From an optimization exercise on the open Yosys and OpenROAD flow, aimed at small area; shortcuts taken in it are not production practice. The RTL was checked by simulation tests, not by an equivalence proof against the original design. No activity file was given, so power comes from the tool's default toggle rates.

==> trial 68: inputs <==
// ConvertAB_RCA_n3k32_1
module ConvertAB_RCA_n3k32_1(
    input  wire         clk_i,
    input  wire         rst_ni,
    input  wire         i_dvld,
    input  wire         i_rvld,
    input  wire [123:0] i_n,
    input  wire  [95:0] i_a,
    output wire  [95:0] o_z,
    output wire         o_dvld);
clock: 5.0 ns
lec_check: 0
cap_margin: 20
core_margin: 2
core_utilization: 40
place_density: 0.6
setup_slack_margin: 0.3
slew_margin: 20
run.sh (not shown) runs the stock make flow with config.mk's settings and CLKGATE_MAP_FILE= SYNTH_SCRIPT=/design/flow/synth_recipe.tcl, a recipe that flattens the netlist after the stock synthesis.
==> inputs of trial 76, as changes to trial 68 <==
==> flow/design.v (replaced) <==
`default_nettype none
`timescale 1ns/1ps
module lix_and  #(
    parameter  W = 32
  )(
    input  wire [W-1:0] i_x,
    input  wire [W-1:0] i_y,
    output wire [W-1:0] o_z);
  genvar i;
  generate
  for (i = 0 ; i < W ; i = i + 1)begin: GAND
    assign o_z[i] = i_x[i] & i_y[i];
  end
  endgenerate
endmodule
`default_nettype none
`timescale 1ns/1ps
module lix_not #(
    parameter  W = 32
  )(
    input  wire  [W-1:0] i_x,
    output wire  [W-1:0] o_z);
  genvar i;
  generate
  for (i = 0 ; i < W ; i = i + 1)begin: GNOT
    assign o_z[i] = ~ i_x[i];
  end
  endgenerate
endmodule
`default_nettype none
`timescale 1ns/1ps
module lix_or  #(
    parameter  W = 32
  )(
    input  wire [W-1:0] i_x,
    input  wire [W-1:0] i_y,
    output wire [W-1:0] o_z);
  genvar i;
  generate
  for (i = 0 ; i < W ; i = i + 1)begin: GOR
    assign o_z[i] = i_x[i] | i_y[i];
  end
  endgenerate
endmodule
`default_nettype none
`timescale 1ns/1ps
module lix_reg #(
    parameter  W = 32
  )(
    input  wire          clk_i,
    input  wire          i_en,
    input  wire          i_en_n,
    input  wire  [W-1:0] i_x,
    output wire  [W-1:0] o_z);
  reg [W-1:0] data;
  always @(posedge clk_i) begin
    data <= (i_x & {W{i_en}}) | (data & {W{i_en_n}});
  end
  assign o_z = data;
endmodule
`default_nettype none
`timescale 1ns/1ps
module lix_shr0 #(
    parameter  W = 32   ,
    parameter  N = 2
  )(
    input  wire          clk_i,
    input  wire          i_en,
    input  wire          i_en_n,
    input  wire  [W-1:0] i_x,
    output wire  [W-1:0] o_z);
  genvar i;
  wire [W-1:0] data [N:0];
  assign data[0] = i_x;
  generate
    for (i = 0 ; i < N ; i = i + 1) begin: GDAT
      lix_reg #(.W(W))
      u_reg_dat(
        .clk_i   (clk_i),
        .i_en    (i_en),
        .i_en_n  (i_en_n),
        .i_x     (data[i]),
        .o_z     (data[i+1]));
    end
  endgenerate
  assign o_z = data[N];
endmodule
`default_nettype none
`timescale 1ns/1ps
module lix_shr1 #(
    parameter  N = 2
  )(
    input  wire          clk_i,
    input  wire          rst_ni,
    input  wire          i_vld,
    input  wire          i_en,
    input  wire          i_en_n,
    output wire          o_vld);
  reg [N-1:0] valid;
  always @(negedge rst_ni or posedge clk_i) begin
    if (~rst_ni) begin
      valid <= {N{1'b0}};
    end else begin
      valid <= ({valid[N-2:0], i_vld} & {N{i_en}}) | (valid & {N{i_en_n}});
    end
  end
  assign o_vld = valid[N-1];
endmodule
`default_nettype none
`timescale 1ns/1ps
module lix_xor  #(
    parameter  W = 32
  )(
    input  wire [W-1:0] i_x,
    input  wire [W-1:0] i_y,
    output wire [W-1:0] o_z);
  genvar i;
  generate
  for (i = 0 ; i < W ; i = i + 1)begin: GXOR
    assign o_z[i] = i_x[i] ^ i_y[i];
  end
  endgenerate
endmodule
`timescale 1ns/1ps
module ConvertAB_RCA_n3k32_1_core(
    input  wire         clk_i,
    input  wire         rst_ni,
    input  wire         i_dvld,
    input  wire         i_rvld,
    input  wire         i_rvld_n,
    input  wire [123:0] i_n,
    input  wire  [95:0] i_a,
    output wire  [95:0] o_z,
    output wire         o_dvld);
wire     [31:0] xd;
wire     [63:0] y;
lix_shr1
  #(.N (124))
  u0_lix_shr1
   (.clk_i  (clk_i),
    .rst_ni (rst_ni),
    .i_vld  (i_dvld),
    .i_en   (i_rvld),
    .i_en_n (i_rvld_n),
    .o_vld  (o_dvld));
lix_shr0
  #(.W (32),
    .N (62))
  u1_lix_shr0
   (.clk_i  (clk_i),
    .i_en   (i_rvld),
    .i_en_n (i_rvld_n),
    .i_x    (i_a[0+:32]),
    .o_z    (xd));
ConvertAB_RCA_n2k32_1
  u2_ConvertAB_RCA_n2k32_1
   (.clk_i  (clk_i),
    .i_rvld (i_rvld),
    .i_rvld_n (i_rvld_n),
    .i_n    (i_n[0+:31]),
    .i_a    (i_a[32+:64]),
    .o_z    (y));
SecRCA_n3k32_1
  u4_SecRCA_n3k32_1
   (.clk_i  (clk_i),
    .i_rvld (i_rvld),
    .i_rvld_n (i_rvld_n),
    .i_n    (i_n[31+:93]),
    .i_x0   (xd),
    .i_y    (y),
    .o_z    (o_z));
endmodule
`timescale 1ns/1ps
module ConvertAB_RCA_n3k32_1(
    input  wire         clk_i,
    input  wire         rst_ni,
    input  wire         i_dvld,
    input  wire         i_rvld,
    input  wire [123:0] i_n,
    input  wire  [95:0] i_a,
    output wire  [95:0] o_z,
    output wire         o_dvld);
wire rvld_n;
assign rvld_n = ~i_rvld;
ConvertAB_RCA_n3k32_1_core
  u_core
   (.clk_i    (clk_i),
    .rst_ni   (rst_ni),
    .i_dvld   (i_dvld),
    .i_rvld   (i_rvld),
    .i_rvld_n (rvld_n),
    .i_n      (i_n),
    .i_a      (i_a),
    .o_z      (o_z),
    .o_dvld   (o_dvld));
endmodule
`timescale 1ns/1ps
module SecRCA_n3k32_1(
    input  wire        clk_i,
    input  wire        i_rvld,
    input  wire        i_rvld_n,
    input  wire [92:0] i_n,
    input  wire [31:0] i_x0,
    input  wire [63:0] i_y,
    output wire [95:0] o_z);
wire [95:0] a [0:31];
wire  [2:0] c [0:31];
assign a[0] = {i_y, i_x0};
assign c[0] = 3'd0;
genvar j;
generate
  for (j = 0; j < 31; j = j + 1) begin: GBIT
    SecRCA_1b_n3k32
      #(.J (j))
      u_SecRCA_1b_n3k32
       (.clk_i  (clk_i),
        .i_rvld (i_rvld),
        .i_rvld_n (i_rvld_n),
        .i_n    (i_n[3*j +: 3]),
        .i_a    (a[j]),
        .i_c    (c[j]),
        .o_a    (a[j+1]),
        .o_c    (c[j+1]));
  end
endgenerate
assign o_z[ 0+:31] = a[31][ 0+:31];
assign o_z[32+:31] = a[31][32+:31];
assign o_z[64+:31] = a[31][64+:31];
assign o_z[31]     = a[31][31] ^ c[31][0];
assign o_z[63]     = a[31][63] ^ c[31][1];
assign o_z[95]     = a[31][95] ^ c[31][2];
endmodule
`timescale 1ns/1ps
module SecRCA_1b_n3k32 #(
    parameter J = 0
  )(
    input  wire        clk_i,
    input  wire        i_rvld,
    input  wire        i_rvld_n,
    input  wire  [2:0] i_n,
    input  wire [95:0] i_a,
    input  wire  [2:0] i_c,
    output wire [95:0] o_a,
    output wire  [2:0] o_c);
wire      [2:0] aj;
wire      [2:0] xj;
wire      [2:0] b;
wire      [2:0] xd;
wire      [2:0] tmp;
wire     [95:0] ad;
wire     [95:0] zd;
wire            xjd;
assign aj = {i_a[64+J], i_a[32+J], i_a[J]};
assign xj = {2'd0, i_a[J]};
lix_xor #(.W (3)) u0_lix_xor (.i_x (xj), .i_y (i_c), .o_z (b));
SecAnd_PINI1_n3k1_1
  u1_SecAnd_PINI1_n3k1_1
   (.clk_i  (clk_i),
    .i_rvld (i_rvld),
    .i_rvld_n (i_rvld_n),
    .i_n    (i_n),
    .i_x    (b),
    .i_y    (aj),
    .i_yd   ({ad[64+J], ad[32+J], ad[J]}),
    .o_xd   (xd),
    .o_c    (tmp));
lix_reg #(.W (96)) u2_lix_reg (.clk_i (clk_i), .i_en (i_rvld), .i_en_n (i_rvld_n), .i_x (i_a), .o_z (ad));
genvar s;
generate
  for (s = 0; s < 3; s = s + 1) begin: GSUM
    if (J > 0) begin: GLO
      assign zd[32*s +: J] = ad[32*s +: J];
    end
    if (s == 0) begin: GS0
      assign zd[32*s + J] = xd[0];
    end else begin: GSN
      assign zd[32*s + J] = ad[32*s + J] ^ xd[s];
    end
    if (J < 31) begin: GHI
      assign zd[32*s + J + 1 +: 31 - J] = ad[32*s + J + 1 +: 31 - J];
    end
  end
endgenerate
lix_reg #(.W (96)) u3_lix_reg (.clk_i (clk_i), .i_en (i_rvld), .i_en_n (i_rvld_n), .i_x (zd), .o_z (o_a));
lix_reg #(.W (1)) u4_lix_reg (.clk_i (clk_i), .i_en (i_rvld), .i_en_n (i_rvld_n), .i_x (ad[J]), .o_z (xjd));
assign o_c = tmp ^ {2'd0, xjd};
endmodule
`timescale 1ns/1ps
module SecAnd_PINI1_n3k1_1(
    input  wire       clk_i,
    input  wire       i_rvld,
    input  wire       i_rvld_n,
    input  wire [2:0] i_n,
    input  wire [2:0] i_x,
    input  wire [2:0] i_y,
    input  wire [2:0] i_yd,
    output wire [2:0] o_xd,
    output wire [2:0] o_c);
wire [2:0] xd;
wire [2:0] yd;
wire [2:0] rn;
wire [5:0] r;
wire [5:0] yxn;
wire [5:0] v;
wire [2:0] xdn;
wire [5:0] xar;
wire [5:0] u;
wire [2:0] xay;
wire [2:0] k;
wire [5:0] xav;
wire [5:0] t;
wire [5:0] z;
wire [2:0] zxz;
lix_reg #(.W (3))  u0_lix_reg (.clk_i (clk_i), .i_en (i_rvld), .i_en_n (i_rvld_n), .i_x (i_x), .o_z (xd));
assign yd = i_yd;
lix_reg #(.W (3))  u2_lix_reg (.clk_i (clk_i), .i_en (i_rvld), .i_en_n (i_rvld_n), .i_x (i_n), .o_z (rn));
assign r = {rn[2], rn[1], rn[2], rn[0], rn[1], rn[0]};
lix_xor #(.W (6))  u3_lix_xor (.i_x ({i_y[1], i_y[0], i_y[2], i_y[0], i_y[2], i_y[1]}),
                               .i_y ({i_n[2], i_n[1], i_n[2], i_n[0], i_n[1], i_n[0]}),
                               .o_z (yxn));
lix_reg #(.W (6))  u4_lix_reg (.clk_i (clk_i), .i_en (i_rvld), .i_en_n (i_rvld_n), .i_x (yxn), .o_z (v));
lix_not #(.W (3))  u5_lix_not (.i_x (xd), .o_z (xdn));
lix_and #(.W (6))  u6_lix_and (.i_x ({xdn[2], xdn[2], xdn[1], xdn[1], xdn[0], xdn[0]}),
                               .i_y (r), .o_z (xar));
lix_reg #(.W (6))  u7_lix_reg (.clk_i (clk_i), .i_en (i_rvld), .i_en_n (i_rvld_n), .i_x (xar), .o_z (u));
lix_and #(.W (3))  u8_lix_and (.i_x (xd), .i_y (yd), .o_z (xay));
lix_reg #(.W (3))  u9_lix_reg (.clk_i (clk_i), .i_en (i_rvld), .i_en_n (i_rvld_n), .i_x (xay), .o_z (k));
lix_and #(.W (6))  u10_lix_and (.i_x ({xd[2], xd[2], xd[1], xd[1], xd[0], xd[0]}),
                                .i_y (v), .o_z (xav));
lix_reg #(.W (6))  u11_lix_reg (.clk_i (clk_i), .i_en (i_rvld), .i_en_n (i_rvld_n), .i_x (xav), .o_z (t));
lix_xor #(.W (6))  u12_lix_xor (.i_x (u), .i_y (t), .o_z (z));
lix_xor #(.W (3))  u13_lix_xor (.i_x ({z[4], z[2], z[0]}), .i_y ({z[5], z[3], z[1]}), .o_z (zxz));
lix_xor #(.W (3))  u14_lix_xor (.i_x (k), .i_y (zxz), .o_z (o_c));
assign o_xd = xd;
endmodule
`timescale 1ns/1ps
module ConvertAB_RCA_n2k32_1(
    input  wire        clk_i,
    input  wire        i_rvld,
    input  wire        i_rvld_n,
    input  wire [30:0] i_n,
    input  wire [63:0] i_a,
    output wire [63:0] o_z);
SecRCA_n2k32_1
  u2_SecRCA_n2k32_1
   (.clk_i  (clk_i),
    .i_rvld (i_rvld),
    .i_rvld_n (i_rvld_n),
    .i_n    (i_n),
    .i_x0   (i_a[ 0+:32]),
    .i_y1   (i_a[32+:32]),
    .o_z    (o_z));
endmodule
`timescale 1ns/1ps
module SecRCA_n2k32_1(
    input  wire        clk_i,
    input  wire        i_rvld,
    input  wire        i_rvld_n,
    input  wire [30:0] i_n,
    input  wire [31:0] i_x0,
    input  wire [31:0] i_y1,
    output wire [63:0] o_z);
wire [63:0] a [0:31];
wire  [1:0] c [0:31];
assign a[0] = {i_y1, i_x0};
assign c[0] = 2'd0;
genvar j;
generate
  for (j = 0; j < 31; j = j + 1) begin: GBIT
    SecRCA_1b_n2k32
      #(.J (j))
      u_SecRCA_1b_n2k32
       (.clk_i  (clk_i),
        .i_rvld (i_rvld),
        .i_rvld_n (i_rvld_n),
        .i_n    (i_n[j]),
        .i_a    (a[j]),
        .i_c    (c[j]),
        .o_a    (a[j+1]),
        .o_c    (c[j+1]));
  end
endgenerate
assign o_z[ 0+:31] = a[31][ 0+:31];
assign o_z[32+:31] = a[31][32+:31];
assign o_z[31]     = a[31][31] ^ c[31][0];
assign o_z[63]     = a[31][63] ^ c[31][1];
endmodule
`timescale 1ns/1ps
module SecRCA_1b_n2k32 #(
    parameter J = 0
  )(
    input  wire        clk_i,
    input  wire        i_rvld,
    input  wire        i_rvld_n,
    input  wire  [0:0] i_n,
    input  wire [63:0] i_a,
    input  wire  [1:0] i_c,
    output wire [63:0] o_a,
    output wire  [1:0] o_c);
wire      [1:0] aj;
wire      [1:0] xj;
wire      [1:0] b;
wire      [1:0] xd;
wire      [1:0] tmp;
wire     [63:0] ad;
wire     [63:0] zd;
wire            xjd;
assign aj = {i_a[32+J], i_a[J]};
assign xj = {1'd0, i_a[J]};
lix_xor #(.W (2)) u0_lix_xor (.i_x (xj), .i_y (i_c), .o_z (b));
SecAnd_PINI1_n2k1_1
  u1_SecAnd_PINI1_n2k1_1
   (.clk_i  (clk_i),
    .i_rvld (i_rvld),
    .i_rvld_n (i_rvld_n),
    .i_n    (i_n),
    .i_x    (b),
    .i_y    (aj),
    .i_yd   ({ad[32+J], ad[J]}),
    .o_xd   (xd),
    .o_c    (tmp));
lix_reg #(.W (64)) u2_lix_reg (.clk_i (clk_i), .i_en (i_rvld), .i_en_n (i_rvld_n), .i_x (i_a), .o_z (ad));
genvar s;
generate
  for (s = 0; s < 2; s = s + 1) begin: GSUM
    if (J > 0) begin: GLO
      assign zd[32*s +: J] = ad[32*s +: J];
    end
    if (s == 0) begin: GS0
      assign zd[32*s + J] = xd[0];
    end else begin: GSN
      assign zd[32*s + J] = ad[32*s + J] ^ xd[s];
    end
    if (J < 31) begin: GHI
      assign zd[32*s + J + 1 +: 31 - J] = ad[32*s + J + 1 +: 31 - J];
    end
  end
endgenerate
lix_reg #(.W (64)) u3_lix_reg (.clk_i (clk_i), .i_en (i_rvld), .i_en_n (i_rvld_n), .i_x (zd), .o_z (o_a));
lix_reg #(.W (1)) u4_lix_reg (.clk_i (clk_i), .i_en (i_rvld), .i_en_n (i_rvld_n), .i_x (ad[J]), .o_z (xjd));
assign o_c = tmp ^ {1'd0, xjd};
endmodule
`timescale 1ns/1ps
module SecAnd_PINI1_n2k1_1(
    input  wire       clk_i,
    input  wire       i_rvld,
    input  wire       i_rvld_n,
    input  wire [0:0] i_n,
    input  wire [1:0] i_x,
    input  wire [1:0] i_y,
    input  wire [1:0] i_yd,
    output wire [1:0] o_xd,
    output wire [1:0] o_c);
wire [1:0] xd;
wire [1:0] yd;
wire [0:0] rn;
wire [1:0] r;
wire [1:0] yxn;
wire [1:0] v;
wire [1:0] xdn;
wire [1:0] xar;
wire [1:0] u;
wire [1:0] xay;
wire [1:0] k;
wire [1:0] xav;
wire [1:0] t;
wire [1:0] z;
lix_reg #(.W (2))  u0_lix_reg (.clk_i (clk_i), .i_en (i_rvld), .i_en_n (i_rvld_n), .i_x (i_x), .o_z (xd));
assign yd = i_yd;
lix_reg #(.W (1))  u2_lix_reg (.clk_i (clk_i), .i_en (i_rvld), .i_en_n (i_rvld_n), .i_x (i_n), .o_z (rn));
assign r = {rn, rn};
lix_xor #(.W (2))  u3_lix_xor (.i_x ({i_y[0], i_y[1]}), .i_y ({i_n[0], i_n[0]}), .o_z (yxn));
lix_reg #(.W (2))  u4_lix_reg (.clk_i (clk_i), .i_en (i_rvld), .i_en_n (i_rvld_n), .i_x (yxn), .o_z (v));
lix_not #(.W (2))  u5_lix_not (.i_x (xd), .o_z (xdn));
lix_and #(.W (2))  u6_lix_and (.i_x (xdn), .i_y (r), .o_z (xar));
lix_reg #(.W (2))  u7_lix_reg (.clk_i (clk_i), .i_en (i_rvld), .i_en_n (i_rvld_n), .i_x (xar), .o_z (u));
lix_and #(.W (2))  u8_lix_and (.i_x (xd), .i_y (yd), .o_z (xay));
lix_reg #(.W (2))  u9_lix_reg (.clk_i (clk_i), .i_en (i_rvld), .i_en_n (i_rvld_n), .i_x (xay), .o_z (k));
lix_and #(.W (2))  u10_lix_and (.i_x (xd), .i_y (v), .o_z (xav));
lix_reg #(.W (2))  u11_lix_reg (.clk_i (clk_i), .i_en (i_rvld), .i_en_n (i_rvld_n), .i_x (xav), .o_z (t));
lix_xor #(.W (2))  u12_lix_xor (.i_x (u), .i_y (t), .o_z (z));
lix_xor #(.W (2))  u13_lix_xor (.i_x (k), .i_y (z), .o_z (o_c));
assign o_xd = xd;
endmodule
--- a/flow/config.mk
+++ b/flow/config.mk
@@ -5,9 +5,13 @@
 export SDC_FILE = /design/flow/constraint.sdc
 export NUM_CORES = 8
 export LEC_CHECK = 0
 export CAP_MARGIN = 20
 export CORE_MARGIN = 2
 export CORE_UTILIZATION = 40
+export CTS_CLUSTER_DIAMETER = 100
+export CTS_CLUSTER_SIZE = 30
 export PLACE_DENSITY = 0.6
 export SETUP_SLACK_MARGIN = 0.3
 export SLEW_MARGIN = 20
+export SYNTH_HIERARCHICAL = 1
+export SYNTH_MINIMUM_KEEP_SIZE = 1000
==> summary of the runs <==
Trial 76 finished clean. Trial 68 finished with timing, DRC and antenna clean.
In trial 68 the clock-buffer cell count is higher than in trial 76, by 1039.
Global-route usage: trial 68 is lower than trial 76 (4.2 points).
Between trial 68 and trial 76, the lower routed wire length is in trial 68 (gap 34%, measured against trial 76).
Register-to-register slack: trial 68 is better than trial 76 (0.33 ns).
Between trial 68 and trial 76, the lower clock skew is in trial 68 (gap 0.0033 ns).
The combinational power of trial 76 is 3.1 times that of trial 68.
Between trial 76 and trial 68, the lower design area is in trial 76 (gap about 9%, measured against trial 68).
Between trial 68 and trial 76, the lower final cell count is in trial 68 (gap 26%, measured against trial 76).
Between trial 68 and trial 76, the lower power is in trial 76 (gap 21%, measured against trial 76).

what the ideal ports hide:
Ports are ideal in the flow. The routed layouts listed here were re-timed in OpenROAD.
Step 1: set_driving_cell puts a clkbuf_16 on clk_i and a buf_2 on each other input, an assumption about the parent block.
Step 2 times the ports against the registers' clock, not the clock port: input delays grow and output delays shrink by t, the midpoint of the rising clock arrivals with the driver on.
a / b / c = ideal ports / drivers / drivers and shift; a / b = the first two.
run	t (ns)	setup slack, ns	slew at the worst register clock pin (ns)	pins driven straight from the clock port
trial 68	1.314	1.292 / 1.152 / 1.632	0.06 / 0.06	1
trial 76	1.185	1.352 / 1.206 / 1.372	0.12 / 0.12	1
After both steps every run listed still meets setup and hold.
